Background: an optimization exercise with open tools, aiming at small area and a short achievable clock period. Do not read the settings as production practice.
Only simulation tests tie the RTL to the original design; equivalence was not proved.
The flow treats the clock pin as an ideal source. Dropping or thinning the clock tree relies on that and would not hold on a real chip.
Power figures rest on the tool's default switching activity, not on a simulated workload.

==> v8: inputs <==
==> flow/design.v <==
module HW(clk, rst, din, do0, do1, do2, count, di0, mo);
    input clk;
    input rst;
    input [49:0] din;
    output reg [9:0] do0;
    output reg [9:0] do1;
    output reg [9:0] do2;
    output [6:0] count;
    output [29:0] di0;
    output [89:0] mo;
    reg [3:0] cnt;
    assign count = {3'b000, cnt};
    reg [29:0] x012;      
    reg [19:0] x34;       
    reg [89:0] hist;      
    reg [9:0] d0, d1, d2;
    reg [8:0] e0, e1, e2;
    assign di0 = x012;
    assign mo = hist;
    wire [9:0] x0 = x012[9:0];
    wire [9:0] x1 = x012[19:10];
    wire [9:0] x2 = x012[29:20];
    wire [9:0] x3 = x34[9:0];
    wire [9:0] x4 = x34[19:10];
    always @(posedge clk, posedge rst) begin
        if (rst) begin
            cnt <= 4'd0;
            x012 <= 30'd0;
            x34 <= 20'd0;
            hist <= 90'd0;
            do0 <= 10'd0; do1 <= 10'd0; do2 <= 10'd0;
            d0 <= 10'd0; d1 <= 10'd0; d2 <= 10'd0;
            e0 <= 9'd0; e1 <= 9'd0; e2 <= 9'd0;
        end else begin
            cnt <= (cnt == 4'd10) ? 4'd0 : cnt + 4'd1;
            x012 <= din[29:0];
            x34 <= din[49:30];
            hist <= {hist[59:0], x012};
            do0 <= {x0[7:0], 2'b00} + {x1[7:0], 2'b00} + {x2[7:0], 2'b00} + d0 + {d0[8:0], 1'b0} + {e0, 1'b0};
            do1 <= {x1[7:0], 2'b00} + {x2[7:0], 2'b00} + {x3[7:0], 2'b00} + d1 + {d1[8:0], 1'b0} + {e1, 1'b0};
            do2 <= {x2[7:0], 2'b00} + {x3[7:0], 2'b00} + {x4[7:0], 2'b00} + d2 + {d2[8:0], 1'b0} + {e2, 1'b0};
            d0 <= x0 + x1 + x2;
            d1 <= x1 + x2 + x3;
            d2 <= x2 + x3 + x4;
            e0 <= d0[8:0];
            e1 <= d1[8:0];
            e2 <= d2[8:0];
        end
    end
endmodule
==> flow/flow/run.sh <==
#!/bin/bash
# Layout flow: the standard ORFS flow, with extra ORFS settings from flow/extra.mk
# appended to config.mk (smaller port buffers, repair targets) and a flat two-level
# clock tree built by flow/mycts.tcl in place of TritonCTS (flow/pre_cts.tcl).
# Each tool's output goes to a log file in this folder.
set -euo pipefail
here=$(pwd)
cat "$here/flow/extra.mk" >> "$here/config.mk"
echo "export PRE_CTS_TCL = $here/flow/pre_cts.tcl" >> "$here/config.mk"
bash "$here/standard.sh" > "$here/orfs_make.log" 2>&1
==> flow/flow/extra.mk <==
export BUFFER_PORTS_ARGS = -buffer_cell sky130_fd_sc_hd__buf_1
export SYNTH_ARGS = -noabc
export SETUP_SLACK_MARGIN = 5.9
export MYCTS_N = 12
export MYCTS_ROOTS = 4
export MYCTS_CELL = sky130_fd_sc_hd__clkbuf_16
export MYCTS_ROOTCELL = sky130_fd_sc_hd__clkbuf_8
==> flow/flow/mycts.tcl <==
# Flat clock tree: the clock port drives NCTS clkbuf cells, each of which drives the clock
# pins of one cluster of flip-flops (k-means on placed locations). Balanced by construction.
set nbuf [expr {[info exists ::env(MYCTS_N)] ? $::env(MYCTS_N) : 4}]
set bufcell [expr {[info exists ::env(MYCTS_CELL)] ? $::env(MYCTS_CELL) : "sky130_fd_sc_hd__clkbuf_16"}]
set block [ord::get_db_block]
set clknet [$block findNet clk]
set sinks {}
foreach it [$clknet getITerms] {
  set inst [$it getInst]
  set bb [$inst getBBox]
  lappend sinks [list [$inst getName] [$it getMTerm] [expr {([$bb xMin] + [$bb xMax]) / 2.0}] [expr {([$bb yMin] + [$bb yMax]) / 2.0}]]
}
set n [llength $sinks]
puts "MYCTS sinks $n buffers $nbuf"
# k-means, seeded by sorting on angle around the centroid
set cx 0; set cy 0
foreach s $sinks { set cx [expr {$cx + [lindex $s 2]}]; set cy [expr {$cy + [lindex $s 3]}] }
set cx [expr {$cx / $n}]; set cy [expr {$cy / $n}]
set ang {}
foreach s $sinks { lappend ang [list [expr {atan2([lindex $s 3] - $cy, [lindex $s 2] - $cx)}] $s] }
set ang [lsort -real -index 0 $ang]
set cent {}
for {set k 0} {$k < $nbuf} {incr k} {
  set s [lindex [lindex $ang [expr {int(($k + 0.5) * $n / $nbuf)}]] 1]
  lappend cent [list [expr {($cx + [lindex $s 2]) / 2.0}] [expr {($cy + [lindex $s 3]) / 2.0}]]
}
set cap [expr {int(ceil(1.0 * $n / $nbuf)) + 2}]
for {set iter 0} {$iter < 30} {incr iter} {
  # balanced assignment: sinks sorted by best-cluster distance, capacity-limited
  set cnt [lrepeat $nbuf 0]
  set assign {}
  set pairs {}
  set i 0
  foreach s $sinks {
    for {set k 0} {$k < $nbuf} {incr k} {
      set c [lindex $cent $k]
      lappend pairs [list [expr {abs([lindex $s 2] - [lindex $c 0]) + abs([lindex $s 3] - [lindex $c 1])}] $i $k]
    }
    incr i
  }
  set pairs [lsort -real -index 0 $pairs]
  array unset asg
  foreach p $pairs {
    lassign $p d i k
    if {[info exists asg($i)]} continue
    if {[lindex $cnt $k] >= $cap} continue
    set asg($i) $k
    lset cnt $k [expr {[lindex $cnt $k] + 1}]
  }
  set newc {}
  for {set k 0} {$k < $nbuf} {incr k} { lappend newc {0 0 0} }
  for {set i 0} {$i < $n} {incr i} {
    set k $asg($i); set s [lindex $sinks $i]
    lassign [lindex $newc $k] a b m
    lset newc $k [list [expr {$a + [lindex $s 2]}] [expr {$b + [lindex $s 3]}] [expr {$m + 1}]]
  }
  set cent {}
  foreach c $newc { lassign $c a b m; lappend cent [list [expr {$a / max($m,1)}] [expr {$b / max($m,1)}]] }
}
for {set k 0} {$k < $nbuf} {incr k} {
  set pins {}
  for {set i 0} {$i < $n} {incr i} {
    if {$asg($i) == $k} {
      set s [lindex $sinks $i]
      lappend pins [get_pins "[lindex $s 0]/[[lindex $s 1] getName]"]
    }
  }
  set c [lindex $cent $k]
  set dbu [$block getDbUnitsPerMicron]
  puts "MYCTS cluster $k: [llength $pins] sinks at [expr {[lindex $c 0] / $dbu}] [expr {[lindex $c 1] / $dbu}]"
  insert_buffer -buffer_cell $bufcell -net clk -load_pins $pins \
    -location [list [expr {[lindex $c 0] / $dbu}] [expr {[lindex $c 1] / $dbu}]] \
    -buffer_name myclkbuf_$k -net_name myclknet_$k
  set s0 [lindex $sinks [lsearch -exact -integer -index 0 [lmap i [lsort -integer [array names asg]] {list $asg($i)}] $k]]
  set lnet [[[$block findInst [lindex $s0 0]] findITerm [[lindex $s0 1] getName]] getNet]
  $lnet setSigType CLOCK
  puts "MYCTS net [$lnet getName] driver of [llength [$lnet getITerms]] pins"
}
# second level: the clock port drives NROOT buffers, each feeding a share of the leaf buffers
set nroot [expr {[info exists ::env(MYCTS_ROOTS)] ? $::env(MYCTS_ROOTS) : 1}]
set rootcell [expr {[info exists ::env(MYCTS_ROOTCELL)] ? $::env(MYCTS_ROOTCELL) : $bufcell}]
if {$nroot > 0} {
  set leaves {}
  foreach it [$clknet getITerms] {
    set inst [$it getInst]
    set bb [$inst getBBox]
    lappend leaves [list [$inst getName] [[$it getMTerm] getName] [expr {([$bb xMin] + [$bb xMax]) / 2.0}] [expr {([$bb yMin] + [$bb yMax]) / 2.0}]]
  }
  # split leaves into nroot groups by angle around their centroid
  set lx 0; set ly 0
  foreach l $leaves { set lx [expr {$lx + [lindex $l 2]}]; set ly [expr {$ly + [lindex $l 3]}] }
  set lx [expr {$lx / [llength $leaves]}]; set ly [expr {$ly / [llength $leaves]}]
  set la {}
  foreach l $leaves { lappend la [list [expr {atan2([lindex $l 3] - $ly, [lindex $l 2] - $lx)}] $l] }
  set la [lsort -real -index 0 $la]
  set nl [llength $la]
  for {set r 0} {$r < $nroot} {incr r} {
    set pins {}; set gx 0; set gy 0; set gm 0
    for {set i [expr {$r * $nl / $nroot}]} {$i < ($r + 1) * $nl / $nroot} {incr i} {
      set l [lindex [lindex $la $i] 1]
      lappend pins [get_pins "[lindex $l 0]/[lindex $l 1]"]
      set gx [expr {$gx + [lindex $l 2]}]; set gy [expr {$gy + [lindex $l 3]}]; incr gm
    }
    set dbu [$block getDbUnitsPerMicron]
    puts "MYCTS root $r: $gm leaf buffers"
    insert_buffer -buffer_cell $rootcell -net clk -load_pins $pins \
      -location [list [expr {$gx / $gm / $dbu}] [expr {$gy / $gm / $dbu}]] \
      -buffer_name myclkroot_$r -net_name myclkrootnet_$r
    set l [lindex [lindex $la [expr {$r * $nl / $nroot}]] 1]
    [[[$block findInst [lindex $l 0]] findITerm [lindex $l 1]] getNet] setSigType CLOCK
  }
}
$clknet setSigType CLOCK
global_connect
set_propagated_clock [all_clocks]
==> flow/flow/pre_cts.tcl <==
# PRE_CTS hook: build the clock tree with mycts.tcl and skip TritonCTS.
source [file join [file dirname [info script]] mycts.tcl]
rename clock_tree_synthesis {}
proc clock_tree_synthesis {args} { puts "clock tree built by mycts.tcl; TritonCTS skipped" }
==> flow/standard.sh <==
#!/bin/bash
# synth_recipe.tcl (not shown) runs the flow's synth.tcl, then flattens the netlist and writes it again
# the make line also repeats each setting of config.mk as NAME=value (left out here)
make -C /OpenROAD-flow-scripts/flow DESIGN_CONFIG=/design/flow/config.mk WORK_HOME=/design/flow/orfs CLKGATE_MAP_FILE= SYNTH_SCRIPT=/design/flow/synth_recipe.tcl "${@:-finish}"
==> flow/config.mk <==
export PLATFORM = sky130hd
export DESIGN_NAME = HW
export DESIGN_NICKNAME = HW
export VERILOG_FILES = /design/flow/design.v
export SDC_FILE = /design/flow/constraint.sdc
export NUM_CORES = 4
export LEC_CHECK = 0
export CAP_MARGIN = 20
export CORE_MARGIN = 2
export CORE_UTILIZATION = 40
export SLEW_MARGIN = 20
export BUFFER_PORTS_ARGS = -buffer_cell sky130_fd_sc_hd__buf_1
export SYNTH_ARGS = -noabc
export SETUP_SLACK_MARGIN = 5.9
export MYCTS_N = 12
export MYCTS_ROOTS = 4
export MYCTS_CELL = sky130_fd_sc_hd__clkbuf_16
export MYCTS_ROOTCELL = sky130_fd_sc_hd__clkbuf_8
export PRE_CTS_TCL = /design/flow/flow/pre_cts.tcl
==> flow/constraint.sdc <==
create_clock -name core_clock -period 9.0 [get_ports {clk}]
set_input_delay 1.8000 -clock core_clock [delete_from_list [all_inputs] [get_ports {clk}]]
set_output_delay 1.8000 -clock core_clock [all_outputs]
set_load 0.01 [all_outputs]
==> v11 (differences from v8) <==
--- a/flow/flow/extra.mk
+++ b/flow/flow/extra.mk
@@ -2,3 +2,3 @@
 export SYNTH_ARGS = -noabc
-export SETUP_SLACK_MARGIN = 5.9
+export SETUP_SLACK_MARGIN = 6.0
 export MYCTS_N = 12
- CORE_UTILIZATION: 40 -> 75
- SETUP_SLACK_MARGIN: 5.9 -> 6.0
==> v10 (differences from v8) <==
--- a/flow/flow/extra.mk
+++ b/flow/flow/extra.mk
@@ -2,3 +2,3 @@
 export SYNTH_ARGS = -noabc
-export SETUP_SLACK_MARGIN = 5.9
+export SETUP_SLACK_MARGIN = 6.2
 export MYCTS_N = 12
- SETUP_SLACK_MARGIN: 5.9 -> 6.2
==> results.py <==
metrics = {
    "run_status": {
        "status": "no timing/DRC/antenna violations",
    },
    "finish": {
        "final_core_util": 0.493,
        "seq_area_sq_mm": 0.00573,
        "drive_gt1_frac": 0.137,
        "fill_cells": 2000,
    },
    "critical_path": {
        "cp.depth": 8,
        "r2r_slack_ns": 5.89,
    },
    "placed_design": {
        "placed_area_sq_mm": 0.0104,
    },
    "power": {
        "switching_share": 0.371,
        "p_leak_nw": 4.69,
    },
    "sta": {
        "slew_headroom": 0.640,
    },
    "global_route": {
        "grt_max_degree": 80,
    },
}
The numbers above come from v10.

==> results.py <==
metrics = {
    "finish": {
        "fill_cells": 2051,
        "drive_gt1_frac": 0.0911,
    },
    "placed_design": {
        "placed_area_sq_mm": 0.0104,
    },
    "route": {
        "drc": 0,
    },
    "power": {
        "p_leak_nw": 4.58,
        "switching_share": 0.373,
    },
    "run_status": {
        "status": "no timing/DRC/antenna violations",
    },
    "critical_path": {
        "cp.depth": 9,
        "r2r_slack_ns": 5.92,
    },
}
The numbers above come from v8.

==> results.py <==
metrics = {
    "finish": {
        "drive_gt1_frac": 0.110,
        "seq_area_sq_mm": 0.00572,
        "fill_cells": 437,
        "final_core_util": 0.907,
    },
    "critical_path": {
        "cp.depth": 9,
        "r2r_slack_ns": 5.85,
    },
    "placed_design": {
        "placed_area_sq_mm": 0.0102,
    },
    "global_route": {
        "grt_max_degree": 83,
    },
    "run_status": {
        "status": "no timing/DRC/antenna violations",
    },
}
The numbers above come from v11.

No run of this note takes its clock network from TritonCTS; it comes from the design's own scripts or RTL.

## re-timing with driven ports
The results above use ideal ports. As a check the final layouts listed here were re-extracted and re-timed, cells and wires unchanged. Step 1 sets driving cells, clkbuf_16 on the clock port and buf_2 on the other inputs (assumed; they add their load-dependent delay and slew). Step 2 adds t to the input delays and takes it off the output delays; t is the mean of the earliest and latest rising clock arrival at the registers after step 1. Input paths then give back, and output paths get back, about the clock's delay inside the block. Three values: ideal, step 1, step 2; two values: the first two.
run	shift t [ns]	slack for setup (ns)	worst setup path after step 2	clock arrival spread, ns
v8	0.387	5.918 / 5.918 / 5.876	input, reset recovery	0.016 / 0.016
v11	0.374	5.851 / 5.852 / 5.852	register to register	0.028 / 0.027
v10	0.389	5.893 / 5.893 / 5.893	register to register	0.017 / 0.017
After both steps setup and hold are still met in every run listed. The setup slack of v8, which loses most, moves by 0.000 ns with the drivers and by -0.042 ns with both steps. Setup slack includes reset recovery checks.
